What follows belongs to an exercise in optimizing a design on an open flow for small area, a short achievable clock period and few clock cycles per item; a production flow would make more cautious choices. Function was checked by simulation only, so behaviour that the tests miss may differ from the original. Power figures rest on the tool's default switching activity, not on a simulated workload.

===== design/flow/design.v =====
module md5_tables (
  input  wire [5:0]  step,
  output wire [7:0]  msel,
  output wire [3:0]  fsel,
  output wire [3:0]  rv,
  output wire [4:0]  ru,
  output wire        cl
);
  wire [63:0] msel_t0 = 64'h0040400018988444;
  assign msel[0] = msel_t0[step];
  wire [63:0] msel_t1 = 64'h1010080800404202;
  assign msel[1] = msel_t1[step];
  wire [63:0] msel_t2 = 64'h0000202000000080;
  assign msel[2] = msel_t2[step];
  wire [63:0] msel_t3 = 64'h0888800022220000;
  assign msel[3] = msel_t3[step];
  wire [63:0] msel_t4 = 64'h0000044440001111;
  assign msel[4] = msel_t4[step];
  wire [63:0] msel_t5 = 64'h2626111101010000;
  assign msel[5] = msel_t5[step];
  wire [63:0] msel_t6 = 64'h0101008084042020;
  assign msel[6] = msel_t6[step];
  wire [63:0] msel_t7 = 64'h0000020200000808;
  assign msel[7] = msel_t7[step];
  wire [63:0] fsel_t0 = 64'h0000000000007fff;
  assign fsel[0] = fsel_t0[step];
  wire [63:0] fsel_t1 = 64'h000000007fff8000;
  assign fsel[1] = fsel_t1[step];
  wire [63:0] fsel_t2 = 64'h00007fff80000000;
  assign fsel[2] = fsel_t2[step];
  wire [63:0] fsel_t3 = 64'h7fff800000000000;
  assign fsel[3] = fsel_t3[step];
  wire [63:0] rv_t0 = 64'h00002aaac4441111;
  assign rv[0] = rv_t0[step];
  wire [63:0] rv_t1 = 64'h444400001999a222;
  assign rv[1] = rv_t1[step];
  wire [63:0] rv_t2 = 64'h1999800022224444;
  assign rv[2] = rv_t2[step];
  wire [63:0] rv_t3 = 64'h2222555500000888;
  assign rv[3] = rv_t3[step];
  wire [63:0] ru_t0 = 64'h0888888888888888;
  assign ru[0] = ru_t0[step];
  wire [63:0] ru_t1 = 64'h1111111111110000;
  assign ru[1] = ru_t1[step];
  wire [63:0] ru_t2 = 64'h2222000022221111;
  assign ru[2] = ru_t2[step];
  wire [63:0] ru_t3 = 64'h0000222200002222;
  assign ru[3] = ru_t3[step];
  wire [63:0] ru_t4 = 64'h4444444444444444;
  assign ru[4] = ru_t4[step];
  wire [63:0] cl_t0 = 64'h8000000000000000;
  assign cl = cl_t0[step];
endmodule
module md5_add (
  input  wire [31:0] a,
  input  wire [31:0] b,
  output wire [31:0] s
);
  wire [31:0] p = a ^ b;
  wire [31:0] gg = a & b;
  wire g1 = gg[1] | (p[1] & gg[0]);
  wire p1 = p[1] & p[0];
  wire g2 = gg[3] | (p[3] & gg[2]);
  wire p2 = p[3] & p[2];
  wire g3 = gg[5] | (p[5] & gg[4]);
  wire p3 = p[5] & p[4];
  wire g4 = gg[7] | (p[7] & gg[6]);
  wire p4 = p[7] & p[6];
  wire g5 = gg[9] | (p[9] & gg[8]);
  wire p5 = p[9] & p[8];
  wire g6 = gg[11] | (p[11] & gg[10]);
  wire p6 = p[11] & p[10];
  wire g7 = gg[13] | (p[13] & gg[12]);
  wire p7 = p[13] & p[12];
  wire g8 = gg[15] | (p[15] & gg[14]);
  wire p8 = p[15] & p[14];
  wire g9 = gg[17] | (p[17] & gg[16]);
  wire p9 = p[17] & p[16];
  wire g10 = gg[19] | (p[19] & gg[18]);
  wire p10 = p[19] & p[18];
  wire g11 = gg[21] | (p[21] & gg[20]);
  wire p11 = p[21] & p[20];
  wire g12 = gg[23] | (p[23] & gg[22]);
  wire p12 = p[23] & p[22];
  wire g13 = gg[25] | (p[25] & gg[24]);
  wire p13 = p[25] & p[24];
  wire g14 = gg[27] | (p[27] & gg[26]);
  wire p14 = p[27] & p[26];
  wire g15 = gg[29] | (p[29] & gg[28]);
  wire p15 = p[29] & p[28];
  wire g16 = gg[31] | (p[31] & gg[30]);
  wire p16 = p[31] & p[30];
  wire g17 = gg[2] | (p[2] & g1);
  wire p17 = p[2] & p1;
  wire g18 = g2 | (p2 & g1);
  wire p18 = p2 & p1;
  wire g19 = gg[6] | (p[6] & g3);
  wire p19 = p[6] & p3;
  wire g20 = g4 | (p4 & g3);
  wire p20 = p4 & p3;
  wire g21 = gg[10] | (p[10] & g5);
  wire p21 = p[10] & p5;
  wire g22 = g6 | (p6 & g5);
  wire p22 = p6 & p5;
  wire g23 = gg[14] | (p[14] & g7);
  wire p23 = p[14] & p7;
  wire g24 = g8 | (p8 & g7);
  wire p24 = p8 & p7;
  wire g25 = gg[18] | (p[18] & g9);
  wire p25 = p[18] & p9;
  wire g26 = g10 | (p10 & g9);
  wire p26 = p10 & p9;
  wire g27 = gg[22] | (p[22] & g11);
  wire p27 = p[22] & p11;
  wire g28 = g12 | (p12 & g11);
  wire p28 = p12 & p11;
  wire g29 = gg[26] | (p[26] & g13);
  wire p29 = p[26] & p13;
  wire g30 = g14 | (p14 & g13);
  wire p30 = p14 & p13;
  wire g31 = gg[30] | (p[30] & g15);
  wire p31 = p[30] & p15;
  wire g32 = g16 | (p16 & g15);
  wire p32 = p16 & p15;
  wire g33 = gg[4] | (p[4] & g18);
  wire p33 = p[4] & p18;
  wire g34 = g3 | (p3 & g18);
  wire p34 = p3 & p18;
  wire g35 = g19 | (p19 & g18);
  wire p35 = p19 & p18;
  wire g36 = g20 | (p20 & g18);
  wire p36 = p20 & p18;
  wire g37 = gg[12] | (p[12] & g22);
  wire p37 = p[12] & p22;
  wire g38 = g7 | (p7 & g22);
  wire p38 = p7 & p22;
  wire g39 = g23 | (p23 & g22);
  wire p39 = p23 & p22;
  wire g40 = g24 | (p24 & g22);
  wire p40 = p24 & p22;
  wire g41 = gg[20] | (p[20] & g26);
  wire p41 = p[20] & p26;
  wire g42 = g11 | (p11 & g26);
  wire p42 = p11 & p26;
  wire g43 = g27 | (p27 & g26);
  wire p43 = p27 & p26;
  wire g44 = g28 | (p28 & g26);
  wire p44 = p28 & p26;
  wire g45 = gg[28] | (p[28] & g30);
  wire p45 = p[28] & p30;
  wire g46 = g15 | (p15 & g30);
  wire p46 = p15 & p30;
  wire g47 = g31 | (p31 & g30);
  wire p47 = p31 & p30;
  wire g48 = g32 | (p32 & g30);
  wire p48 = p32 & p30;
  wire g49 = gg[8] | (p[8] & g36);
  wire p49 = p[8] & p36;
  wire g50 = g5 | (p5 & g36);
  wire p50 = p5 & p36;
  wire g51 = g21 | (p21 & g36);
  wire p51 = p21 & p36;
  wire g52 = g22 | (p22 & g36);
  wire p52 = p22 & p36;
  wire g53 = g37 | (p37 & g36);
  wire p53 = p37 & p36;
  wire g54 = g38 | (p38 & g36);
  wire p54 = p38 & p36;
  wire g55 = g39 | (p39 & g36);
  wire p55 = p39 & p36;
  wire g56 = g40 | (p40 & g36);
  wire p56 = p40 & p36;
  wire g57 = gg[24] | (p[24] & g44);
  wire p57 = p[24] & p44;
  wire g58 = g13 | (p13 & g44);
  wire p58 = p13 & p44;
  wire g59 = g29 | (p29 & g44);
  wire p59 = p29 & p44;
  wire g60 = g30 | (p30 & g44);
  wire p60 = p30 & p44;
  wire g61 = g45 | (p45 & g44);
  wire p61 = p45 & p44;
  wire g62 = g46 | (p46 & g44);
  wire p62 = p46 & p44;
  wire g63 = g47 | (p47 & g44);
  wire p63 = p47 & p44;
  wire g64 = g48 | (p48 & g44);
  wire p64 = p48 & p44;
  wire g65 = gg[16] | (p[16] & g56);
  wire p65 = p[16] & p56;
  wire g66 = g9 | (p9 & g56);
  wire p66 = p9 & p56;
  wire g67 = g25 | (p25 & g56);
  wire p67 = p25 & p56;
  wire g68 = g26 | (p26 & g56);
  wire p68 = p26 & p56;
  wire g69 = g41 | (p41 & g56);
  wire p69 = p41 & p56;
  wire g70 = g42 | (p42 & g56);
  wire p70 = p42 & p56;
  wire g71 = g43 | (p43 & g56);
  wire p71 = p43 & p56;
  wire g72 = g44 | (p44 & g56);
  wire p72 = p44 & p56;
  wire g73 = g57 | (p57 & g56);
  wire p73 = p57 & p56;
  wire g74 = g58 | (p58 & g56);
  wire p74 = p58 & p56;
  wire g75 = g59 | (p59 & g56);
  wire p75 = p59 & p56;
  wire g76 = g60 | (p60 & g56);
  wire p76 = p60 & p56;
  wire g77 = g61 | (p61 & g56);
  wire p77 = p61 & p56;
  wire g78 = g62 | (p62 & g56);
  wire p78 = p62 & p56;
  wire g79 = g63 | (p63 & g56);
  wire p79 = p63 & p56;
  wire g80 = g64 | (p64 & g56);
  wire p80 = p64 & p56;
  assign s = p ^ {g79, g78, g77, g76, g75, g74, g73, g72, g71, g70, g69, g68, g67, g66, g65, g56, g55, g54, g53, g52, g51, g50, g49, g36, g35, g34, g33, g18, g17, g1, gg[0], 1'b0};
endmodule
module md5_addbk (
  input  wire [31:0] a,
  input  wire [31:0] b,
  output wire [31:0] s
);
  wire [31:0] p = a ^ b;
  wire [31:0] gg = a & b;
  wire g1 = gg[1] | (p[1] & gg[0]);
  wire p1 = p[1] & p[0];
  wire g2 = gg[3] | (p[3] & gg[2]);
  wire p2 = p[3] & p[2];
  wire g3 = gg[5] | (p[5] & gg[4]);
  wire p3 = p[5] & p[4];
  wire g4 = gg[7] | (p[7] & gg[6]);
  wire p4 = p[7] & p[6];
  wire g5 = gg[9] | (p[9] & gg[8]);
  wire p5 = p[9] & p[8];
  wire g6 = gg[11] | (p[11] & gg[10]);
  wire p6 = p[11] & p[10];
  wire g7 = gg[13] | (p[13] & gg[12]);
  wire p7 = p[13] & p[12];
  wire g8 = gg[15] | (p[15] & gg[14]);
  wire p8 = p[15] & p[14];
  wire g9 = gg[17] | (p[17] & gg[16]);
  wire p9 = p[17] & p[16];
  wire g10 = gg[19] | (p[19] & gg[18]);
  wire p10 = p[19] & p[18];
  wire g11 = gg[21] | (p[21] & gg[20]);
  wire p11 = p[21] & p[20];
  wire g12 = gg[23] | (p[23] & gg[22]);
  wire p12 = p[23] & p[22];
  wire g13 = gg[25] | (p[25] & gg[24]);
  wire p13 = p[25] & p[24];
  wire g14 = gg[27] | (p[27] & gg[26]);
  wire p14 = p[27] & p[26];
  wire g15 = gg[29] | (p[29] & gg[28]);
  wire p15 = p[29] & p[28];
  wire g16 = gg[31] | (p[31] & gg[30]);
  wire p16 = p[31] & p[30];
  wire g17 = g2 | (p2 & g1);
  wire p17 = p2 & p1;
  wire g18 = g4 | (p4 & g3);
  wire p18 = p4 & p3;
  wire g19 = g6 | (p6 & g5);
  wire p19 = p6 & p5;
  wire g20 = g8 | (p8 & g7);
  wire p20 = p8 & p7;
  wire g21 = g10 | (p10 & g9);
  wire p21 = p10 & p9;
  wire g22 = g12 | (p12 & g11);
  wire p22 = p12 & p11;
  wire g23 = g14 | (p14 & g13);
  wire p23 = p14 & p13;
  wire g24 = g16 | (p16 & g15);
  wire p24 = p16 & p15;
  wire g25 = g18 | (p18 & g17);
  wire p25 = p18 & p17;
  wire g26 = g20 | (p20 & g19);
  wire p26 = p20 & p19;
  wire g27 = g22 | (p22 & g21);
  wire p27 = p22 & p21;
  wire g28 = g24 | (p24 & g23);
  wire p28 = p24 & p23;
  wire g29 = g26 | (p26 & g25);
  wire p29 = p26 & p25;
  wire g30 = g28 | (p28 & g27);
  wire p30 = p28 & p27;
  wire g31 = g30 | (p30 & g29);
  wire p31 = p30 & p29;
  wire g32 = g27 | (p27 & g29);
  wire p32 = p27 & p29;
  wire g33 = g19 | (p19 & g25);
  wire p33 = p19 & p25;
  wire g34 = g21 | (p21 & g29);
  wire p34 = p21 & p29;
  wire g35 = g23 | (p23 & g32);
  wire p35 = p23 & p32;
  wire g36 = g3 | (p3 & g17);
  wire p36 = p3 & p17;
  wire g37 = g5 | (p5 & g25);
  wire p37 = p5 & p25;
  wire g38 = g7 | (p7 & g33);
  wire p38 = p7 & p33;
  wire g39 = g9 | (p9 & g29);
  wire p39 = p9 & p29;
  wire g40 = g11 | (p11 & g34);
  wire p40 = p11 & p34;
  wire g41 = g13 | (p13 & g32);
  wire p41 = p13 & p32;
  wire g42 = g15 | (p15 & g35);
  wire p42 = p15 & p35;
  wire g43 = gg[2] | (p[2] & g1);
  wire p43 = p[2] & p1;
  wire g44 = gg[4] | (p[4] & g17);
  wire p44 = p[4] & p17;
  wire g45 = gg[6] | (p[6] & g36);
  wire p45 = p[6] & p36;
  wire g46 = gg[8] | (p[8] & g25);
  wire p46 = p[8] & p25;
  wire g47 = gg[10] | (p[10] & g37);
  wire p47 = p[10] & p37;
  wire g48 = gg[12] | (p[12] & g33);
  wire p48 = p[12] & p33;
  wire g49 = gg[14] | (p[14] & g38);
  wire p49 = p[14] & p38;
  wire g50 = gg[16] | (p[16] & g29);
  wire p50 = p[16] & p29;
  wire g51 = gg[18] | (p[18] & g39);
  wire p51 = p[18] & p39;
  wire g52 = gg[20] | (p[20] & g34);
  wire p52 = p[20] & p34;
  wire g53 = gg[22] | (p[22] & g40);
  wire p53 = p[22] & p40;
  wire g54 = gg[24] | (p[24] & g32);
  wire p54 = p[24] & p32;
  wire g55 = gg[26] | (p[26] & g41);
  wire p55 = p[26] & p41;
  wire g56 = gg[28] | (p[28] & g35);
  wire p56 = p[28] & p35;
  wire g57 = gg[30] | (p[30] & g42);
  wire p57 = p[30] & p42;
  assign s = p ^ {g57, g42, g56, g35, g55, g41, g54, g32, g53, g40, g52, g34, g51, g39, g50, g29, g49, g38, g48, g33, g47, g37, g46, g25, g45, g36, g44, g17, g43, g1, gg[0], 1'b0};
endmodule
module md5_ktab (
  input  wire [5:0]  step,
  output wire [31:0] k
);
  wire [63:0] t0 = 64'h7a77af08971d29b5;
  assign k[0] = t0[step];
  wire [63:0] t1 = 64'h944d80c161ca5e9f;
  assign k[1] = t1[step];
  wire [63:0] t2 = 64'h8951eb4607c41286;
  assign k[2] = t2[step];
  wire [63:0] t3 = 64'h1052148a3a2612cf;
  assign k[3] = t3[step];
  wire [63:0] t4 = 64'hb93a94a0188d0b51;
  assign k[4] = t4[step];
  wire [63:0] t5 = 64'h9a933cb90a42678e;
  assign k[5] = t5[step];
  wire [63:0] t6 = 64'h80f478f45aedc043;
  assign k[6] = t6[step];
  wire [63:0] t7 = 64'h36ad99c8bbf21bc7;
  assign k[7] = t7[step];
  wire [63:0] t8 = 64'h63258a994de2dfa4;
  assign k[8] = t8[step];
  wire [63:0] t9 = 64'h7dc1e0dc98b3939e;
  assign k[9] = t9[step];
  wire [63:0] t10 = 64'h84f8b2e8a3da42be;
  assign k[10] = t10[step];
  wire [63:0] t11 = 64'h046c9a7e65612146;
  assign k[11] = t11[step];
  wire [63:0] t12 = 64'hbe74bf62c22d8fe1;
  assign k[12] = t12[step];
  wire [63:0] t13 = 64'h4cd3d1e7cc30c881;
  assign k[13] = t13[step];
  wire [63:0] t14 = 64'hbdfcb45da4731b9b;
  assign k[14] = t14[step];
  wire [63:0] t15 = 64'h389a8c2c8c7282ea;
  assign k[15] = t15[step];
  wire [63:0] t16 = 64'h551649f39df4110a;
  assign k[16] = t16[step];
  wire [63:0] t17 = 64'hbc16997c7ea74128;
  assign k[17] = t17[step];
  wire [63:0] t18 = 64'h70b9252f198f63ae;
  assign k[18] = t18[step];
  wire [63:0] t19 = 64'h0adceb7d7a055b06;
  assign k[19] = t19[step];
  wire [63:0] t20 = 64'h9c070c7dc3a37f16;
  assign k[20] = t20[step];
  wire [63:0] t21 = 64'h88d0f1b6fcd63117;
  assign k[21] = t21[step];
  wire [63:0] t22 = 64'h54140d0adf6993a4;
  assign k[22] = t22[step];
  wire [63:0] t23 = 64'h30733fff4d722d4a;
  assign k[23] = t23[step];
  wire [63:0] t24 = 64'h6d7d940bf6e22fee;
  assign k[24] = t24[step];
  wire [63:0] t25 = 64'h77d998b8d0ad5588;
  assign k[25] = t25[step];
  wire [63:0] t26 = 64'h4efe7b37fb25592d;
  assign k[26] = t26[step];
  wire [63:0] t27 = 64'h3adb14eb6c122ff0;
  assign k[27] = t27[step];
  wire [63:0] t28 = 64'h8c92553249144924;
  assign k[28] = t28[step];
  wire [63:0] t29 = 64'h7dd748f75d635d75;
  assign k[29] = t29[step];
  wire [63:0] t30 = 64'h66d6ed9b5bb6ed6e;
  assign k[30] = t30[step];
  wire [63:0] t31 = 64'h2dbb6db6edb6dbb6;
  assign k[31] = t31[step];
endmodule
module MD5_custom_SIMD_instruction (clk, reset,
	in_v, rd, vrd1, vrd2,
		in_data, in_vdata1, in_vdata2,
	out_v, out_rd, out_vrd1, out_vrd2,
		out_data, out_vdata1, out_vdata2);
	input clk, reset;
	input in_v;
	input [4:0] rd;
	input [2:0] vrd1, vrd2;
	input [32-1:0] in_data;
	input [256-1:0] in_vdata1, in_vdata2;
	output out_v;
	output [4:0] out_rd;
	output [2:0] out_vrd1, out_vrd2;
	output [32-1:0] out_data;
	output [256-1:0] out_vdata1, out_vdata2;
	wire [511:0] min = {in_vdata2, in_vdata1};
	reg        busy, fin, outv, first;
	reg [5:0]  cnt;
	reg [4:0]  t_rd;
	reg [2:0]  t_vrd1, t_vrd2;
	reg [31:0] a, b, c, d, t;
	reg [31:0] ring [0:15];
	reg [7:0]  mr;
	reg [3:0]  fs;     
	reg [3:0]  fs2;    
	reg [31:0] kr;     
	reg [3:0]  rv;
	reg [4:0]  ru;
	reg        cl;
	reg        run;    
	wire       last = busy & (cnt == 6'd63);
	wire [31:0] kadd;
	wire [7:0]  msel;
	wire [3:0]  fsel, rvn;
	wire [4:0]  run_;
	wire        cln;
	md5_tables tab (.step(cnt), .msel(msel), .fsel(fsel), .rv(rvn), .ru(run_), .cl(cln));
	wire        pol = ~cnt[0] & ~fin;
	wire [31:0] mword = {32{pol}} ^ (
		({32{mr[0]}} & ring[0]) |
		({32{mr[1]}} & ring[1]) |
		({32{mr[2]}} & ring[2]) |
		({32{mr[3]}} & ring[3]) |
		({32{mr[4]}} & ring[5]) |
		({32{mr[5]}} & ring[8]) |
		({32{mr[6]}} & ring[9]) |
		({32{mr[7]}} & ring[10]));
	wire [5:0]  nstep = cnt + 6'd1;
	wire [1:0]  nround = nstep[5:4];
	wire [31:0] kt;
	md5_ktab ktab (.step(cnt), .k(kt));
	wire [31:0] ts = d ^ kr ^ mword;
	wire [31:0] tc = (d & kr) | (d & mword) | (kr & mword);
	wire [31:0] tsum;
	md5_addbk addt (.a(ts), .b({tc[30:0], 1'b0}), .s(tsum));
	wire [31:0] cxd = c ^ d;
	wire [31:0] fs32a = {{16{fs2[0]}}, {16{fs[0]}}};
	wire [31:0] fs32b = {{16{fs2[1]}}, {16{fs[1]}}};
	wire [31:0] fs32c = {{16{fs2[2]}}, {16{fs[2]}}};
	wire [31:0] fs32d = {{16{fs2[3]}}, {16{fs[3]}}};
	wire [31:0] f1 = ({32{first}} & 32'hd76aa477) | (fs32a & c) | (fs32b & (c | d)) | (fs32c & ~cxd) | (fs32d & ~c);
	wire [31:0] f0 = ({32{first}} & 32'hd76aa477) | (fs32a & d) | (fs32b & (c & ~d)) | (fs32c & cxd) | (fs32d & ~cxd);
	wire [31:0] f = (b & f1) | (~b & f0);
	wire [31:0] x;
	md5_add addx (.a(f), .b(t), .s(x));
	wire [31:0] z =
		({32{rv[0]}} & x) |
		({32{rv[1]}} & {x[30:0], x[31:31]}) |
		({32{rv[2]}} & {x[29:0], x[31:30]}) |
		({32{rv[3]}} & {x[28:0], x[31:29]});
	wire [31:0] y =
		({32{ru[0]}} & {z[27:0], z[31:28]}) |
		({32{ru[1]}} & {z[23:0], z[31:24]}) |
		({32{ru[2]}} & {z[19:0], z[31:20]}) |
		({32{ru[3]}} & {z[15:0], z[31:16]}) |
		({32{ru[4]}} & {z[11:0], z[31:12]}) |
		({32{cl}} & 32'hefcdab89);
	wire [31:0] bn;
	md5_add addb (.a(b & {32{run}}), .b(y), .s(bn));
	wire [31:0] dn;
	md5_addbk addd (.a(c), .b({32{fin}} & 32'h98badcfe), .s(dn));
	integer j;
	always @(posedge clk) begin
		if (reset) begin
			run <= 1'b0;
			busy <= 1'b0;
			fin <= 1'b0;
			outv <= 1'b0;
		end else begin
			run <= busy | in_v;
			busy <= busy ? ~last : in_v;
			fin <= last;
			outv <= fin;
		end
		first <= ~run;
		cnt <= busy ? cnt + 6'd1 : 6'd0;
		mr <= busy ? msel : 8'd4;
		fs <= busy ? fsel : 4'd0;
		rv <= reset ? 4'd0 : busy ? rvn : in_v ? 4'd8 : 4'd0;
		ru <= reset ? 5'd0 : busy ? run_ : in_v ? 5'd1 : 5'd0;
		cl <= reset | (busy ? cln : ~in_v);
		fs2 <= (busy & (cnt != 6'd63)) ? (4'd1 << nround) : 4'd0;
		kr <= busy ? kt : 32'he8c7b756;
		a <= t;
		b <= bn;
		if (run) begin
			c <= b;
			d <= dn;
			t <= tsum;
			for (j = 0; j < 16; j = j + 1) ring[(j+1)%16] <= ~ring[j];
		end else begin
			c <= 32'h98badcfe; d <= 32'h10325476;
			t <= min[31:0];
			t_rd <= rd; t_vrd1 <= vrd1; t_vrd2 <= vrd2;
			ring[1] <= ~min[31:0];
			ring[2] <= ~min[63:32];
			ring[4] <= ~min[95:64];
			ring[15] <= ~min[127:96];
			ring[13] <= ~min[159:128];
			ring[6] <= ~min[191:160];
			ring[0] <= ~min[223:192];
			ring[3] <= ~min[255:224];
			ring[9] <= ~min[287:256];
			ring[10] <= ~min[319:288];
			ring[12] <= ~min[351:320];
			ring[7] <= ~min[383:352];
			ring[5] <= ~min[415:384];
			ring[14] <= ~min[447:416];
			ring[8] <= ~min[479:448];
			ring[11] <= ~min[511:480];
		end
	end
	assign out_v = outv;
	assign out_rd = t_rd;
	assign out_vrd1 = t_vrd1;
	assign out_vrd2 = t_vrd2;
	assign out_data = 32'd0;
	assign out_vdata2 = {256{1'b0}};
	assign out_vdata1 = {128'd0, t, d, b, a};
endmodule

===== design/flow/flow/run.sh =====
#!/bin/bash
# ORFS layout (the standard.sh) with: the full-adder and half-adder cells kept out of
# synthesis and layout (the platform's don't-use list plus fa/ha), a tighter setup-repair
# target, free resizing, and minimum-size port buffers.
set -euo pipefail
DU="sky130_fd_sc_hd__probe_p_8 sky130_fd_sc_hd__probec_p_8 sky130_fd_sc_hd__lpflow_bleeder_1 sky130_fd_sc_hd__lpflow_clkbufkapwr_1 sky130_fd_sc_hd__lpflow_clkbufkapwr_16 sky130_fd_sc_hd__lpflow_clkbufkapwr_2 sky130_fd_sc_hd__lpflow_clkbufkapwr_4 sky130_fd_sc_hd__lpflow_clkbufkapwr_8 sky130_fd_sc_hd__lpflow_clkinvkapwr_1 sky130_fd_sc_hd__lpflow_clkinvkapwr_16 sky130_fd_sc_hd__lpflow_clkinvkapwr_2 sky130_fd_sc_hd__lpflow_clkinvkapwr_4 sky130_fd_sc_hd__lpflow_clkinvkapwr_8 sky130_fd_sc_hd__lpflow_decapkapwr_12 sky130_fd_sc_hd__lpflow_decapkapwr_3 sky130_fd_sc_hd__lpflow_decapkapwr_4 sky130_fd_sc_hd__lpflow_decapkapwr_6 sky130_fd_sc_hd__lpflow_decapkapwr_8 sky130_fd_sc_hd__lpflow_inputiso0n_1 sky130_fd_sc_hd__lpflow_inputiso0p_1 sky130_fd_sc_hd__lpflow_inputiso1n_1 sky130_fd_sc_hd__lpflow_inputiso1p_1 sky130_fd_sc_hd__lpflow_inputisolatch_1 sky130_fd_sc_hd__lpflow_isobufsrc_1 sky130_fd_sc_hd__lpflow_isobufsrc_16 sky130_fd_sc_hd__lpflow_isobufsrc_2 sky130_fd_sc_hd__lpflow_isobufsrc_4 sky130_fd_sc_hd__lpflow_isobufsrc_8 sky130_fd_sc_hd__lpflow_isobufsrckapwr_16 sky130_fd_sc_hd__lpflow_lsbuf_lh_hl_isowell_tap_1 sky130_fd_sc_hd__lpflow_lsbuf_lh_hl_isowell_tap_2 sky130_fd_sc_hd__lpflow_lsbuf_lh_hl_isowell_tap_4 sky130_fd_sc_hd__lpflow_lsbuf_lh_isowell_4 sky130_fd_sc_hd__lpflow_lsbuf_lh_isowell_tap_1 sky130_fd_sc_hd__lpflow_lsbuf_lh_isowell_tap_2 sky130_fd_sc_hd__lpflow_lsbuf_lh_isowell_tap_4 sky130_fd_sc_hd__fa_1 sky130_fd_sc_hd__fa_2 sky130_fd_sc_hd__fa_4 sky130_fd_sc_hd__ha_1 sky130_fd_sc_hd__ha_2 sky130_fd_sc_hd__ha_4"
bash standard.sh "DONT_USE_CELLS=$DU" SETUP_SLACK_MARGIN=8.7 MATCH_CELL_FOOTPRINT=0 SKIP_REPAIR_TIE_FANOUT=1 "BUFFER_PORTS_ARGS=-buffer_cell sky130_fd_sc_hd__buf_1" finish > standard.log 2>&1

===== design/flow/standard.sh =====
#!/bin/bash
# synth_recipe.tcl (not shown) runs the flow's synth.tcl, then flattens the netlist and writes it again
# the make line also repeats each setting of config.mk as NAME=value (left out here)
make -C /OpenROAD-flow-scripts/flow DESIGN_CONFIG=/design/flow/config.mk WORK_HOME=/design/flow/orfs CLKGATE_MAP_FILE= SYNTH_SCRIPT=/design/flow/synth_recipe.tcl "${@:-finish}"

===== design/flow/config.mk =====
export PLATFORM = sky130hd
export DESIGN_NAME = MD5_custom_SIMD_instruction
export DESIGN_NICKNAME = MD5_custom_SIMD_instruction
export VERILOG_FILES = /design/flow/design.v
export SDC_FILE = /design/flow/constraint.sdc
export NUM_CORES = 8
export LEC_CHECK = 0
export ABC_AREA = 1
export CAP_MARGIN = 20
export CORE_AREA = 5 5 375 375
export CTS_CLUSTER_DIAMETER = 80
export CTS_CLUSTER_SIZE = 28
export DIE_AREA = 0 0 380 380
export SLEW_MARGIN = 20
export TNS_END_PERCENT = 0

===== design/flow/constraint.sdc =====
create_clock -name core_clock -period 12.0 [get_ports {clk}]
set_input_delay 2.4000 -clock core_clock [delete_from_list [all_inputs] [get_ports {clk}]]
set_output_delay 2.4000 -clock core_clock [all_outputs]
set_load 0.01 [all_outputs]

==> impl_metrics.toml, run 1 <==
[clock_tree]
clk_pin_slew_ns = 0.11
clkLatencyLatePin_ns = 0.72
cts_buffer_depth = 3
htree_levels = 2
holdBufCountCts = 0
cts.sinks = 752
cts-root-buf = "clkbuf_16"
cts_inserted_buffers = 55
tritoncts = "built"

[floorplan]
coreArea_um2 = 135800
fp.dieH_um = 380
die_x_um = 380
die_area_um2 = 144400
start_util_pct = 29.52
io_pins = 1114
fp-row-count = 135

[drt]
vias = 36640
drt.antenna.violating_nets = 0
drc = 0
drtPass1Iterations = 6
routed_wl_mm = 172.0
wl_per_cell_um = 23.31
drt_iter0_drc = 3747
vias_per_cell = 4.965

[global_routing]
grt_overflow_total = 0
antenna_found_initial = 24
grt_pass1_wl_mm = 239.6
grt_max_degree = 417
grt_pass1_vias = 34030
track_usage_pct = 22.38

[place]
place_congestion = 0.9455
io_buffers = 665
pre_cts_ws_ns = 6.845
hpwlAfterDp_mm = 133.7

[pwr]
irDropWorstVdd_v = 0.0002875
p_seq_share_pct = 41.1
switching_share_pct = 41.00
p_comb_share_pct = 32.6
p_int_uw = 4647
power_uw = 7877
pwr-share-clk_pct = 26.3
p_sw_uw = 3230
powerDensity_nw_per_um2 = 176.8
power.leakage_uw = 0.01944

[yosys]
synth_edf_count = 11
async_flop_share_pct = 0
synth_ff_type = "dfxtp_1"
syn_avg_cell_area_um2 = 7.488
ys_ff_latch = 752
synth.area.top_cells = "dfxtp_1 (37%), nand2_1 (11%), mux2i_1 (9.9%)"
synth_cells = 5354
ys.warnings.count = 2
yosysTopAreaCell = "dfxtp_1"
yosys.cell_types.count = 67
yosysTopAreaCellShare_pct = 37.00
synth.yosys.seq_area_share_pct = 37.83
synth_area_um2 = 40090
synth_nets = 5912

[critical_path]
crit_top_cell = "nand2_1"
start_kind = "flop"
cp.arrival_ns = 4.72
end_kind = "flop"
cp_max_fo = 8
rr_startpoint = "first$_DFF_P_"
worstPathRequired_ns = 12.55
criticalPathCategory = "flop to flop"
r2r_cells = 34
cpPeakStageDelay_ns = 0.33
worstReg2RegEnd = "b[31]$_DFF_P_"
critical_path.slowest_cell = "dfxtp_2"
startpoint = "first$_DFF_P_"
r2r_setup_slack_ns = 7.83

[timing]
max_clock_freq_mhz = 239.7
slew_viol_final = 0
fin_setup_tns_ns = 0
hold_viol = 0
final.min_clock_period_ns = 4.173
skew_ns = 0.07737
setup-violations-final = 0
worst_slew_pin_slew_ns = 1.133
post-route-period-util_pct = 34.77
hold_ws_ns = 0.4020
setup_ws_ns = 7.827
max_slew_margin_pct = 24.34
rsz0062_at_grt = "yes"

[final_layout]
area_growth_pct = 11.12
fillers = 14600
finalNetCount = 6107
drive_gt1_share_pct = 9.384

[hold_path]
hold_path_depth = 1
min_from = "ring[12][0]$_DFF_P_"
hold_end = "ring[13][0]$_DFF_P_"
hp-class = "flop to flop"

[status]
run_status = "finished clean"

[run]
maxCapViolations = 0
[worst max-delay path: cells and delay by family (launching register included)]
| family | cells | cell delay (ns) |
|---|---|---|
| AO/OA/AOI/OAI | 3 | 0.26 |
| buffers and inverters | 3 | 0.37 |
| flip-flops | 1 | 0.33 |
| AND/OR/NAND/NOR | 28 | 3.07 |
[per-stage QoR]
step / std cells / utilization [%] / cell area [µm²]
finish: 7380 / 32.80 / 44550
global route: 7376 / 32.80 / 44540
CTS: 7345 / 32.29 / 43850
detailed placement: 7224 / 30.32 / 41180
global placement: 7224 / 30.32 / 41180
floorplan: 5354 / - / 40100
[per-layer routing]
layer / vias up / wire, µm / share of wire [%] / track usage (%)
li1: 17480 / - / - / -
met1: 17350 / 73420 / 43 / 29.82
met2: 1579 / 78070 / 45 / 36.31
met3: 224 / 15780 / 9.2 / 5.570
met4: 10 / 4668 / 2.7 / 5.661
met5: - / 64 / 0.037 / 0
[placed cells by master, fill, tap and decap left out, types with 36 or more instances in the layout]
master	Yosys	final
nand2_1	1227	1199
dfxtp_1	741	703
buf_1	48	665
inv_1	469	463
mux2i_1	396	396
nor2_1	390	359
nand3_1	308	290
o21ai_0	274	270
a21oi_1	215	196
xor2_1	99	93
buf_4	421	65
nand2_2	39	62
clkbuf_16	0	58
nand4_1	55	55
nor2_2	16	37
nor3_1	38	36
[flip-flops by register name, summed over array words and instances (netlist names), 4 cells and up]
name,cells
a,32
b,32
c,32
cnt,6
d,32
fs,4
fs2,4
kr,32
mr,8
ring,512
ru,5
rv,4
t,32
t_rd,5
[area by class of cell]
| class | count | area (µm²) | area share, % |
|---|---|---|---|
| Timing Repair Buffer | 759 | 3446 | 7.735 |
| Clock inverter | 31 | 505.5 | 1.135 |
| Tap cell | 1781 | 2228 | 5.002 |
| Inverter | 516 | 1992 | 4.471 |
| Sequential cell | 752 | 15230 | 34.19 |
| Clock buffer | 61 | 1460 | 3.278 |
| Multi-Input combinational cell | 3465 | 19650 | 44.11 |
| Antenna cell | 15 | 37.54 | 0.08426 |
[what timing repair did]
item | in CTS | in global routing
endpoints found under the setup margin | 319 | 320
setup buffers | 28 | 17
pin swaps | 16 | 29
resized for setup | 116 | 125
gates cloned | 1 | 3
endpoints found under the hold margin | 0 | 0
[synthesized netlist by cell type (all sizes together), types with 8 or more instances]
library cell,count
nand4,63
dfxtp,741
a21oi,226
edfxtp,11
o21ai,298
o21bai,36
o21a,8
clkinv,11
xor2,101
a221oi,28
o211ai,35
o221ai,11
nand3,320
a21boi,14
nand2,1273
clkbuf,123
o22ai,34
nor3,39
nor2,413
xnor2,34
inv,505
a31oi,19
o2111ai,25
or2,28
mux2i,396
buf,500
[cells by family (layout without fill, tap and decap cells)]
| family | after synthesis | count (layout) | synth area share, % |
|---|---|---|---|
| buf+inv | 1139 | 1367 | 14.86 |
| xor+xnor | 135 | 135 | 2.987 |
| mux | 396 | 396 | 9.887 |
| other cells | 1 | 16 | 0.009354 |
| compound gates | 775 | 775 | 11.51 |
| simple gates | 2155 | 2157 | 22.90 |
| flops | 752 | 752 | 37.83 |
| fa+ha+maj | 1 | 1 | 0.02497 |
[power groups by stage]
stage / combinational [µW] / sequential (µW) / clock, µW
finish: 2570 / 3230 / 2070
global placement: 2340 / 3290 / 0
floorplan: 1750 / 3090 / 0
global route: 2840 / 3270 / 2210
CTS: 2450 / 3240 / 2120
detailed placement: 2360 / 3300 / 0
[how the worst max path moves through the flow]
stage	endpoint	slack, ns	depth (start not counted)
floorplan	b[23]$_DFF_P_	8.50	33
detailed placement	b[31]$_DFF_P_	6.84	29
finish	b[31]$_DFF_P_	7.83	34
global placement	b[31]$_DFF_P_	6.93	29
global route	b[19]$_DFF_P_	7.50	31
CTS	out_rd[0]	7.83	1
Testbench counts, summed over its fixed seeds: cycles 105,600, hashes 1,600.
==> run 2, diff against run 1 <==
--- a/design/flow/design.v
+++ b/design/flow/design.v
@@ -5,3 +5,3 @@
   output wire [3:0]  rv,
-  output wire [4:0]  ru,
+  output wire [3:0]  ru,
   output wire        cl
@@ -32,9 +32,9 @@
   assign fsel[3] = fsel_t3[step];
-  wire [63:0] rv_t0 = 64'h00002aaac4441111;
+  wire [63:0] rv_t0 = 64'h00000888f7770000;
   assign rv[0] = rv_t0[step];
-  wire [63:0] rv_t1 = 64'h444400001999a222;
+  wire [63:0] rv_t1 = 64'h7777000008888000;
   assign rv[1] = rv_t1[step];
-  wire [63:0] rv_t2 = 64'h1999800022224444;
+  wire [63:0] rv_t2 = 64'h0888b33300004444;
   assign rv[2] = rv_t2[step];
-  wire [63:0] rv_t3 = 64'h2222555500000888;
+  wire [63:0] rv_t3 = 64'h0000444400003bbb;
   assign rv[3] = rv_t3[step];
@@ -42,10 +42,8 @@
   assign ru[0] = ru_t0[step];
-  wire [63:0] ru_t1 = 64'h1111111111110000;
+  wire [63:0] ru_t1 = 64'h1111111111111111;
   assign ru[1] = ru_t1[step];
-  wire [63:0] ru_t2 = 64'h2222000022221111;
+  wire [63:0] ru_t2 = 64'h2222222222222222;
   assign ru[2] = ru_t2[step];
-  wire [63:0] ru_t3 = 64'h0000222200002222;
+  wire [63:0] ru_t3 = 64'h4444444444444444;
   assign ru[3] = ru_t3[step];
-  wire [63:0] ru_t4 = 64'h4444444444444444;
-  assign ru[4] = ru_t4[step];
   wire [63:0] cl_t0 = 64'h8000000000000000;
@@ -435,3 +433,3 @@
 	reg [2:0]  t_vrd1, t_vrd2;
-	reg [31:0] a, b, c, d, t;
+	reg [31:0] b, c, d, t;
 	reg [31:0] ring [0:15];
@@ -442,3 +440,3 @@
 	reg [3:0]  rv;
-	reg [4:0]  ru;
+	reg [3:0]  ru;
 	reg        cl;
@@ -449,3 +447,3 @@
 	wire [3:0]  fsel, rvn;
-	wire [4:0]  run_;
+	wire [3:0]  run_;
 	wire        cln;
@@ -487,6 +485,5 @@
 		({32{ru[0]}} & {z[27:0], z[31:28]}) |
-		({32{ru[1]}} & {z[23:0], z[31:24]}) |
-		({32{ru[2]}} & {z[19:0], z[31:20]}) |
-		({32{ru[3]}} & {z[15:0], z[31:16]}) |
-		({32{ru[4]}} & {z[11:0], z[31:12]}) |
+		({32{ru[1]}} & {z[22:0], z[31:23]}) |
+		({32{ru[2]}} & {z[17:0], z[31:18]}) |
+		({32{ru[3]}} & {z[11:0], z[31:12]}) |
 		({32{cl}} & 32'hefcdab89);
@@ -514,3 +511,3 @@
 		rv <= reset ? 4'd0 : busy ? rvn : in_v ? 4'd8 : 4'd0;
-		ru <= reset ? 5'd0 : busy ? run_ : in_v ? 5'd1 : 5'd0;
+		ru <= reset ? 4'd0 : busy ? run_ : in_v ? 4'd1 : 4'd0;
 		cl <= reset | (busy ? cln : ~in_v);
@@ -518,6 +515,5 @@
 		kr <= busy ? kt : 32'he8c7b756;
-		a <= t;
 		b <= bn;
 		if (run) begin
-			c <= b;
+			c <= fin ? t : b;    
 			d <= dn;
@@ -553,3 +549,3 @@
 	assign out_vdata2 = {256{1'b0}};
-	assign out_vdata1 = {128'd0, t, d, b, a};
+	assign out_vdata1 = {128'd0, t, d, b, c};
 endmodule
==> design/flow/flow/run.sh (replaced) <==
#!/bin/bash
# ORFS layout (the standard.sh) with: the full-adder and half-adder cells kept out of
# synthesis and layout (the platform's don't-use list plus fa/ha), a tighter setup-repair
# target, free resizing, and minimum-size port buffers.
set -euo pipefail
DU="sky130_fd_sc_hd__probe_p_8 sky130_fd_sc_hd__probec_p_8 sky130_fd_sc_hd__lpflow_bleeder_1 sky130_fd_sc_hd__lpflow_clkbufkapwr_1 sky130_fd_sc_hd__lpflow_clkbufkapwr_16 sky130_fd_sc_hd__lpflow_clkbufkapwr_2 sky130_fd_sc_hd__lpflow_clkbufkapwr_4 sky130_fd_sc_hd__lpflow_clkbufkapwr_8 sky130_fd_sc_hd__lpflow_clkinvkapwr_1 sky130_fd_sc_hd__lpflow_clkinvkapwr_16 sky130_fd_sc_hd__lpflow_clkinvkapwr_2 sky130_fd_sc_hd__lpflow_clkinvkapwr_4 sky130_fd_sc_hd__lpflow_clkinvkapwr_8 sky130_fd_sc_hd__lpflow_decapkapwr_12 sky130_fd_sc_hd__lpflow_decapkapwr_3 sky130_fd_sc_hd__lpflow_decapkapwr_4 sky130_fd_sc_hd__lpflow_decapkapwr_6 sky130_fd_sc_hd__lpflow_decapkapwr_8 sky130_fd_sc_hd__lpflow_inputiso0n_1 sky130_fd_sc_hd__lpflow_inputiso0p_1 sky130_fd_sc_hd__lpflow_inputiso1n_1 sky130_fd_sc_hd__lpflow_inputiso1p_1 sky130_fd_sc_hd__lpflow_inputisolatch_1 sky130_fd_sc_hd__lpflow_isobufsrc_1 sky130_fd_sc_hd__lpflow_isobufsrc_16 sky130_fd_sc_hd__lpflow_isobufsrc_2 sky130_fd_sc_hd__lpflow_isobufsrc_4 sky130_fd_sc_hd__lpflow_isobufsrc_8 sky130_fd_sc_hd__lpflow_isobufsrckapwr_16 sky130_fd_sc_hd__lpflow_lsbuf_lh_hl_isowell_tap_1 sky130_fd_sc_hd__lpflow_lsbuf_lh_hl_isowell_tap_2 sky130_fd_sc_hd__lpflow_lsbuf_lh_hl_isowell_tap_4 sky130_fd_sc_hd__lpflow_lsbuf_lh_isowell_4 sky130_fd_sc_hd__lpflow_lsbuf_lh_isowell_tap_1 sky130_fd_sc_hd__lpflow_lsbuf_lh_isowell_tap_2 sky130_fd_sc_hd__lpflow_lsbuf_lh_isowell_tap_4 sky130_fd_sc_hd__fa_1 sky130_fd_sc_hd__fa_2 sky130_fd_sc_hd__fa_4 sky130_fd_sc_hd__ha_1 sky130_fd_sc_hd__ha_2 sky130_fd_sc_hd__ha_4"
bash standard.sh "DONT_USE_CELLS=$DU" SETUP_SLACK_MARGIN=9 MATCH_CELL_FOOTPRINT=0 SKIP_REPAIR_TIE_FANOUT=1 "BUFFER_PORTS_ARGS=-buffer_cell sky130_fd_sc_hd__buf_1" finish > standard.log 2>&1
--- a/design/flow/config.mk
+++ b/design/flow/config.mk
@@ -10,4 +10,5 @@
 export CORE_AREA = 5 5 375 375
-export CTS_CLUSTER_DIAMETER = 80
-export CTS_CLUSTER_SIZE = 28
+export CTS_BUF_LIST = sky130_fd_sc_hd__clkbuf_4 sky130_fd_sc_hd__clkbuf_8
+export CTS_CLUSTER_DIAMETER = 60
+export CTS_CLUSTER_SIZE = 14
 export DIE_AREA = 0 0 380 380
==> run 2 against run 1 <==
Net effect:
- still clean on timing, DRC and antenna
- wire length increased by 4.0%
- die area unchanged
- final area increased by 0.96%
- clock power decreased by 9%
- critical path type unchanged
- largest cell class unchanged
- largest power group unchanged
==> impl_metrics.toml, run 2 <==
[clock_tree]
cts_inserted_buffers = 79
cts-root-buf = "clkbuf_8"
htree_levels = 3
clk_pin_slew_ns = 0.10
cts.sinks = 719
clkLatencyLatePin_ns = 0.78
tritoncts = "built"
cts_buffer_depth = 3

[critical_path]
crit_top_cell = "nand2_2"
rr_startpoint = "first$_DFF_P_"
r2r_setup_slack_ns = 7.89
end_kind = "flop"
cp_max_fo = 8
cpPeakStageDelay_ns = 0.55
criticalPathCategory = "flop to flop"
cp.arrival_ns = 4.74
worstPathRequired_ns = 12.62
worstReg2RegEnd = "b[20]$_DFF_P_"
r2r_cells = 33
critical_path.slowest_cell = "dfxtp_4"
start_kind = "flop"

[status]
run_status = "finished clean"

[run]
maxCapViolations = 0

[floorplan]
io_pins = 1114
fp-row-count = 135
start_util_pct = 29.03
die_x_um = 380
die_area_um2 = 144400
coreArea_um2 = 135800
fp.dieH_um = 380

[yosys]
ys.warnings.count = 2
yosys.cell_types.count = 69
synth_nets = 5848
synth_edf_count = 11
async_flop_share_pct = 0
synth.area.top_cells = "dfxtp_1 (36%), nand2_1 (11%), mux2i_1 (11%)"
synth_most_common_cell = "nand2_1"
synth_area_um2 = 39420
synth_ff_type = "dfxtp_1"
yosys-top-cells-count = "nand2_1 (1194), dfxtp_1 (708), inv_1 (462)"
synth.yosys.seq_area_share_pct = 36.79
yosysTopAreaCell = "dfxtp_1"
synth_cells = 5290
syn_avg_cell_area_um2 = 7.452
ys_ff_latch = 719
yosysTopAreaCellShare_pct = 35.96

[timing]
setup-violations-final = 0
post-route-period-util_pct = 34.27
max_slew_margin_pct = 24.64
slew_viol_final = 0
hold_viol = 0
worst_slew_pin_slew_ns = 1.129
final.min_clock_period_ns = 4.113
skew_ns = 0.06590
fin_setup_tns_ns = 0
max_clock_freq_mhz = 243.1
rsz0062_at_grt = "yes"

[hold_path]
hp-class = "flop to flop"
hold_path_depth = 1
min_from = "ring[4][27]$_DFF_P_"
hold_end = "ring[5][27]$_DFF_P_"

[final_layout]
mostFrequentLayoutCells = "nand2_1 (1092), buf_1 (640), dfxtp_1 (619)"
top_register = "ring"
area_growth_pct = 14.11
drive_gt1_share_pct = 14.11
fillers = 14630
largest_reg_flops = 512
final_cell_count_no_fill = 7400
final_common_cell = "nand2_1"
stdcell_area_um2 = 44980
finalNetCount = 6113

[place]
place_congestion = 0.9571
placed_area_um2 = 40450
hpwlAfterDp_mm = 137.5
dp.cells = 7149
io_buffers = 665

[drt]
drt_iter0_drc = 3263
wl_per_cell_um = 24.18
routed_wl_mm = 178.9
drc = 0
drt.antenna.violating_nets = 0
vias_per_cell = 5.004
vias = 37030
drtPass1Iterations = 5

[global_routing]
antenna_found_initial = 24
grt_overflow_total = 0
grt_pass1_vias = 34840
grt_pass1_wl_mm = 247.0
track_usage_pct = 23.20
grt_max_degree = 417

[pwr]
irDropWorstVdd_v = 0.0001251
p_sw_uw = 3182
p_seq_share_pct = 40.1
powerDensity_nw_per_um2 = 170.5
pwr-share-clk_pct = 24.5
power.leakage_uw = 0.01971
p_int_uw = 4485
p_comb_share_pct = 35.4
power_uw = 7667
switching_share_pct = 41.51
## run 2: repair_timing
item                       4_1_cts  5_1_grt
setup endpoints to repair      258      274
gates resized for setup        281      254
pin swaps                       58      112
cloned                           8        4
buffers inserted                53       41
hold buffers                     0        0
## run 2: cell families (layout without fill, tap and decap cells)
family,Yosys count,in the layout,share of synthesized area [%]
simple gates,2133,2135,22.89
buf+inv,1127,1434,15.15
compound gates,758,758,11.52
flops,719,719,36.79
mux,420,420,10.66
xor+xnor,132,132,2.971
other cells,1,21,0.009513
## run 2: worst max-delay path by stage
stage	from	endpoint	slack [ns]	cells past startpoint
global placement	mr[5]$_SDFF_PN0_	t[31]$_DFF_P_	6.67	30
detailed placement	mr[5]$_SDFF_PN0_	t[31]$_DFF_P_	6.65	30
CTS	first$_DFF_P_	b[17]$_DFF_P_	7.97	33
finish	first$_DFF_P_	b[20]$_DFF_P_	7.89	33
floorplan	c[10]$_SDFF_PN1_	b[28]$_DFF_P_	8.59	36
global route	first$_DFF_P_	b[31]$_DFF_P_	7.61	34
## run 2: cell type report
type	count	area, µm²	area share (%)
Clock buffer	89	1169	2.598
Tap cell	1781	2228	4.954
Timing Repair Buffer	815	4046	8.996
Multi-Input combinational cell	3446	20320	45.19
Antenna cell	20	50.05	0.1113
Inverter	493	1914	4.256
Timing Repair inverter	1	8.758	0.01947
Clock inverter	36	548.0	1.218
Sequential cell	719	14690	32.66
## run 2: power by group through the flow
| stage | logic, µW | registers, µW | clock network, µW |
|---|---|---|---|
| floorplan | 1690 | 2930 | 0 |
| finish | 2710 | 3080 | 1880 |
| global placement | 2270 | 3110 | 0 |
| detailed placement | 2300 | 3110 | 0 |
| global route | 2970 | 3100 | 2010 |
| CTS | 2470 | 3070 | 1910 |
## run 2: critical path: cells and delay by family, from the launching register on
kind,cells,cell delay [ns]
buffers and inverters,6,0.90
AND/OR/NAND/NOR,24,2.21
flip-flops,1,0.55
AO/OA/AOI/OAI,3,0.30
## run 2: metrics by stage
stage	worst slack (ns)	util [%]	hold WS [ns]
global placement	6.670	29.78	0.3934
CTS	7.968	32.13	0.3763
global route	7.613	33.10	0.4033
detailed placement	6.646	29.78	0.3979
floorplan	8.591	-	0.3908
finish	7.887	33.12	0.3832
## run 2: layer usage
metal	vias up	part of all wire [%]	global-route usage (%)
li1	17480	-	-
met1	17710	42	29.93
met2	1583	47	38.93
met3	253	7.9	4.705
met4	8	3.4	7.405
met5	-	0.030	0
Testbench counts of run 2, summed over its fixed seeds: cycles 105,600, hashes 1,600.
==> run 3, diff against run 2 <==
--- a/design/flow/config.mk
+++ b/design/flow/config.mk
@@ -10,5 +10,5 @@
 export CORE_AREA = 5 5 375 375
-export CTS_BUF_LIST = sky130_fd_sc_hd__clkbuf_4 sky130_fd_sc_hd__clkbuf_8
+export CTS_BUF_LIST = sky130_fd_sc_hd__clkbuf_8
 export CTS_CLUSTER_DIAMETER = 60
-export CTS_CLUSTER_SIZE = 14
+export CTS_CLUSTER_SIZE = 16
 export DIE_AREA = 0 0 380 380
==> run 3 against run 2 <==
Net effect:
- still clean
- core utilization fell by 0.29 points
- via count rose by 0.13%
- clock power fell by 3%
- die area did not move
- setup slack got worse by 0.063 ns
- global-route usage barely moved
- critical path type unchanged
==> impl_metrics.toml, run 3 <==
[pwr]
p_seq_share_pct = 40.7
irDropWorstVdd_v = 0.0001095
power.leakage_uw = 0.01956
p_comb_share_pct = 35.1
power_uw = 7547
p_int_uw = 4402
p_sw_uw = 3145
powerDensity_nw_per_um2 = 169.3
pwr-share-clk_pct = 24.2
switching_share_pct = 41.67

[critical_path]
critical_path.slowest_cell = "dfxtp_4"
cp_max_fo = 8
cp.arrival_ns = 4.79
criticalPathCategory = "flop to flop"
start_kind = "flop"
end_kind = "flop"
cpPeakStageDelay_ns = 0.39
worstPathRequired_ns = 12.61

[yosys]
syn_avg_cell_area_um2 = 7.452
async_flop_share_pct = 0
ys_ff_latch = 719
synth_nets = 5848
synth.yosys.seq_area_share_pct = 36.79
synth_cells = 5290
synth_area_um2 = 39420
ys.warnings.count = 2
synth.area.top_cells = "dfxtp_1 (36%), nand2_1 (11%), mux2i_1 (11%)"
yosys.cell_types.count = 69
yosysTopAreaCellShare_pct = 35.96
yosysTopAreaCell = "dfxtp_1"
synth_most_common_cell = "nand2_1"
synth_edf_count = 11
yosys-top-cells-count = "nand2_1 (1194), dfxtp_1 (708), inv_1 (462)"
synth_ff_type = "dfxtp_1"

[drt]
drt.antenna.violating_nets = 0
drc = 0
wl_per_cell_um = 24.06
routed_wl_mm = 178.0
vias_per_cell = 5.011
vias = 37080
drt_iter0_drc = 3263
drtPass1Iterations = 6

[final_layout]
top_register = "ring"
seqCellArea_um2 = 14700
fillers = 14680
final_common_cell = "nand2_1"
mostFrequentLayoutCells = "nand2_1 (1113), buf_1 (652), dfxtp_1 (623)"
drive_gt1_share_pct = 12.78
largest_reg_flops = 512
area_growth_pct = 13.09
multi_input_comb_area_um2 = 20050
finalNetCount = 6102

[global_routing]
grt_overflow_total = 0
grt_max_degree = 417
grt_pass1_vias = 34890
track_usage_pct = 23.16
antenna_found_initial = 26
grt_pass1_wl_mm = 246.9

[clock_tree]
holdBufCountCts = 0
cts_buffer_depth = 3
clk_pin_slew_ns = 0.10
clkLatencyLatePin_ns = 0.77
cts_inserted_buffers = 75
htree_levels = 3
cts.sinks = 719
tritoncts = "built"
cts-root-buf = "clkbuf_8"

[floorplan]
die_area_um2 = 144400
io_pins = 1114
coreArea_um2 = 135800
start_util_pct = 29.03
die_x_um = 380
fp.dieH_um = 380
fp-row-count = 135

[timing]
setup_ws_ns = 7.825
rsz0062_at_grt = "yes"
max_clock_freq_mhz = 239.5
fin_setup_tns_ns = 0
final.min_clock_period_ns = 4.175
skew_ns = 0.05865
hold_viol = 0
setup-violations-final = 0
post-route-period-util_pct = 34.80
slew_viol_final = 0
worst_slew_pin_slew_ns = 1.095
hold_ws_ns = 0.3987
max_slew_margin_pct = 27.00

[place]
pre_cts_ws_ns = 6.646
hpwlAfterDp_mm = 137.5
io_buffers = 665
place_congestion = 0.9571

[run]
maxCapViolations = 0

[status]
run_status = "finished clean"

[hold_path]
hp-class = "flop to flop"
-- run 3: cell counts after synthesis --
Identical to the previous run, type by type.
-- run 3: per-layer routing --
layer / routed length [µm] / GRT usage, % / share of wire (%) / vias to the layer above
met5: 34 / 0 / 0.019 / -
met4: 6149 / 7.363 / 3.5 / 6
met3: 13950 / 4.802 / 7.8 / 272
met2: 82880 / 38.74 / 47 / 1602
met1: 75020 / 29.92 / 42 / 17710
li1: - / - / - / 17480
-- run 3: power by group through the flow --
stage / sequential (µW) / clock [µW] / combinational (µW)
2_1_floorplan: 2930 / 0 / 1690
3_3_place_gp: 3110 / 0 / 2270
3_5_place_dp: 3110 / 0 / 2300
4_1_cts: 3060 / 1870 / 2470
5_1_grt: 3100 / 1960 / 2910
6_report: 3070 / 1830 / 2650
-- run 3: final timing paths --
path,from,end,slack [ns],cells after the start
max,fs[3]$_SDFF_PN0_,b[20]$_DFF_P_,7.82,32
min,ring[13][10]$_DFF_P_,ring[14][10]$_DFF_P_,0.40,1
max reg2reg,fs[3]$_SDFF_PN0_,b[20]$_DFF_P_,7.82,32
min reg2reg,ring[13][10]$_DFF_P_,ring[14][10]$_DFF_P_,0.40,1
-- run 3: cell type report --
type / count / area share (%)
multi-input cells: 3446 / 44.98
flip-flops and latches: 719 / 32.97
repair buffers: 809 / 8.864
well taps: 1781 / 4.999
inverters: 493 / 4.266
clock buffers: 82 / 2.532
clock inverters: 46 / 1.257
diodes: 23 / 0.1291
-- run 3: through the flow --
stage	utilization, %	cell area, µm²	instances
floorplan	-	39440	5290
global placement	29.78	40450	7149
detailed placement	29.78	40450	7149
CTS	32.04	43510	7340
global route	32.81	44560	7390
finish	32.83	44580	7399
-- run 3: critical path, delay by kind of cell, from the launching register on --
kind                   cells  cell delay (ns)
AND/OR/NAND/NOR           20             1.94
buffers and inverters      8             1.18
AO/OA/AOI/OAI              4             0.50
flip-flops                 1             0.39
-- run 3: timing repair --
action / in CTS / in global routing
pin swaps: 53 / 93
gates resized for setup: 242 / 209
cloned: 7 / 2
endpoints found under the setup margin: 258 / 270
buffers inserted: 56 / 34
-- run 3: logic make-up (layout without fill, tap and decap cells) --
kind of cell           count (synthesis)  in the layout  synth area share, %
multiplexers                         420            420                10.66
other                                  1             24             0.009513
flip-flops                           719            719                36.79
buffers and inverters               1127           1430                15.15
XOR/XNOR                             132            132                2.971
AND/OR/NAND/NOR                     2133           2135                22.89
AO/OA/AOI/OAI                        758            758                11.52
==> run 4, diff against run 3 <==
--- a/design/flow/config.mk
+++ b/design/flow/config.mk
@@ -10,5 +10,4 @@
 export CORE_AREA = 5 5 375 375
-export CTS_BUF_LIST = sky130_fd_sc_hd__clkbuf_8
-export CTS_CLUSTER_DIAMETER = 60
-export CTS_CLUSTER_SIZE = 16
+export CTS_CLUSTER_DIAMETER = 80
+export CTS_CLUSTER_SIZE = 28
 export DIE_AREA = 0 0 380 380
==> run 4 against run 3 <==
Net effect:
- synthesized area stayed put
- power is 0.90% higher
- non-clock buffer count is 3 lower
- clock-buffer cell count is 30 lower
- via count is 1.4% lower
==> impl_metrics.toml, run 4 <==
[clock_tree]
htree_levels = 2
cts.sinks = 719
cts-root-buf = "clkbuf_16"
cts_buffer_depth = 3
holdBufCountCts = 0
clk_pin_slew_ns = 0.10
cts_inserted_buffers = 46
tritoncts = "built"
clkLatencyLatePin_ns = 0.68

[final_layout]
finalNetCount = 6069
drive_gt1_share_pct = 12.05
post-route-util_pct = 32.84
final_common_cell = "nand2_1"
fillers = 14610
area_growth_pct = 13.15
top_register = "ring"
largest_reg_flops = 512
mostFrequentLayoutCells = "nand2_1 (1115), buf_1 (651), dfxtp_1 (630)"

[yosys]
synth_cells = 5290
async_flop_share_pct = 0
synth.yosys.seq_area_share_pct = 36.79
yosys-top-cells-count = "nand2_1 (1194), dfxtp_1 (708), inv_1 (462)"
synth_most_common_cell = "nand2_1"
synth_ff_type = "dfxtp_1"
synth_edf_count = 11
yosysTopAreaCell = "dfxtp_1"
yosys.cell_types.count = 69
yosysTopAreaCellShare_pct = 35.96
syn_avg_cell_area_um2 = 7.452
synth_area_um2 = 39420
ys_ff_latch = 719
synth_nets = 5848
synth.area.top_cells = "dfxtp_1 (36%), nand2_1 (11%), mux2i_1 (11%)"
ys.warnings.count = 2

[drt]
routed_wl_mm = 177.2
wl_per_cell_um = 24.15
drtPass1Iterations = 6
drt_iter0_drc = 3270
vias_per_cell = 4.983
drt.antenna.violating_nets = 0
drc = 0
vias = 36570

[timing]
rsz0062_at_grt = "yes"
hold_viol = 0
slew_viol_final = 0
final.min_clock_period_ns = 4.118
skew_ns = 0.05463
hold_ws_ns = 0.3854
post-route-period-util_pct = 34.31
fin_setup_tns_ns = 0
setup-violations-final = 0
max_slew_margin_pct = 30.50
max_clock_freq_mhz = 242.9
worst_slew_pin_slew_ns = 1.041

[floorplan]
fp-row-count = 135
coreArea_um2 = 135800
die_x_um = 380
io_pins = 1114
fp.dieH_um = 380
die_area_um2 = 144400
start_util_pct = 29.03

[status]
run_status = "finished clean"

[critical_path]
r2r_setup_slack_ns = 7.88
r2r_cells = 35
start_kind = "flop"
startpoint = "first$_DFF_P_"
rr_startpoint = "first$_DFF_P_"
worstPathRequired_ns = 12.61
cp_max_fo = 11
cp.arrival_ns = 4.72
setup.worst_path.end = "b[20]$_DFF_P_"
worstReg2RegEnd = "b[20]$_DFF_P_"
crit_top_cell = "nand2_2"
critical_path.slowest_cell = "dfxtp_4"
cpPeakStageDelay_ns = 0.41
criticalPathCategory = "flop to flop"
end_kind = "flop"

[hold_path]
hp-class = "flop to flop"

[place]
hpwlAfterDp_mm = 137.5
place_congestion = 0.9571
io_buffers = 665

[pwr]
powerDensity_nw_per_um2 = 170.7
power.leakage_uw = 0.01945
irDropWorstVdd_v = 0.0001124

[global_routing]
grt_overflow_total = 0
grt_max_degree = 417
grt_pass1_vias = 34670
antenna_found_initial = 26
track_usage_pct = 23.14
grt_pass1_wl_mm = 247.0

[run]
maxCapViolations = 0
-- run 4: cell counts after synthesis --
No cell type changed its count.
-- run 4: logic make-up after synthesis --
kind of cell              synth area share, %
DFF                                     36.79
buffers and inverters                   15.15
xor gates and xnor gates                2.971
and+or+nand+nor                         22.89
muxes                                   10.66
other                                0.009513
AOI/OAI and AO/OA                       11.52
-- run 4: layer usage --
metal / track usage, % / part of all wire (%) / vias to the layer above
met5: 0 / 0.029 / -
li1: - / - / 17380
met3: 4.536 / 7.4 / 242
met4: 7.895 / 3.5 / 8
met1: 29.93 / 43 / 17450
met2: 38.61 / 46 / 1493
-- run 4: worst max-delay path: cells and delay by family, from the launching register on --
family | cells | cell delay [ns]
AOI/OAI and AO/OA | 3 | 0.24
buffers and inverters | 5 | 0.79
DFF | 1 | 0.41
and+or+nand+nor | 27 | 2.58
-- run 4: final cells by class --
type	count	area, µm²	share of cell area (%)
Timing Repair Buffer	806	3904	8.752
Sequential cell	719	14670	32.89
Antenna cell	14	35.03	0.07854
Multi-Input combinational cell	3445	20150	45.18
Tap cell	1781	2228	4.996
Inverter	493	1898	4.255
Clock buffer	52	1194	2.676
Clock inverter	28	523.0	1.173
-- run 4: timing repair --
item                                    CTS  global route
buffers inserted                         76            12
hold endpoints to repair                  0             0
pin swaps                               102            49
resized for setup                       351           104
endpoints found under the setup margin  257           274
cloned                                    7             0
-- run 4: power breakdown --
part / switching [µW] / internal (µW) / leakage (µW)
registers: 381 / 2690 / 0.00607
logic: 1750 / 900 / 0.0126
clock network: 1050 / 838 / 0.000811
-- run 4: stage by stage --
step	power, µW	area, µm²	instances	setup WS (ns)
after detailed placement	5412	40450	7149	6.646
after CTS	7548	44100	7312	8.008
after floorplan	4622	39440	5290	8.591
final	7615	44600	7338	7.882
after global routing	8029	44600	7335	7.622
after global placement	5380	40450	7149	6.670
-- run 4: worst min path at each step --
stage / cells after the start / startpoint / slack (ns) / endpoint
after floorplan: 1 / ring[15][0]$_DFF_P_ / 0.39 / ring[0][0]$_DFF_P_
after global placement: 1 / ring[4][19]$_DFF_P_ / 0.39 / ring[5][19]$_DFF_P_
after detailed placement: 1 / ring[4][27]$_DFF_P_ / 0.40 / ring[5][27]$_DFF_P_
after CTS: 1 / ring[14][5]$_DFF_P_ / 0.39 / ring[15][5]$_DFF_P_
after global routing: 1 / ring[13][26]$_DFF_P_ / 0.42 / ring[14][26]$_DFF_P_
final: 1 / ring[14][5]$_DFF_P_ / 0.39 / ring[15][5]$_DFF_P_

==> re-timing with driven ports <==
Ports are ideal in the flow. The routed layouts listed here were re-timed in OpenROAD.
Step 1, drivers: a clkbuf_16 drives clk and a buf_2 each remaining input, both assumed.
Step 2 times the ports against the registers' clock, not the clock port: input delays grow and output delays shrink by t, the midpoint of the rising clock arrivals with the driver on.
a / b / c = ideal / step 1 / step 2; a / b = the first two.
run | t, ns | setup WS [ns] | worst hold slack (ns)
run 1 | 0.754 | 7.827 / 7.796 / 7.827 | 0.402 / 0.402 / 0.402
run 2 | 0.834 | 7.887 / 7.887 / 7.887 | 0.383 / 0.383 / 0.383
run 3 | 0.822 | 7.825 / 7.825 / 7.825 | 0.399 / 0.399 / 0.399
run 4 | 0.726 | 7.882 / 7.882 / 7.882 | 0.385 / 0.385 / 0.385
After both steps every run listed still meets setup and hold.
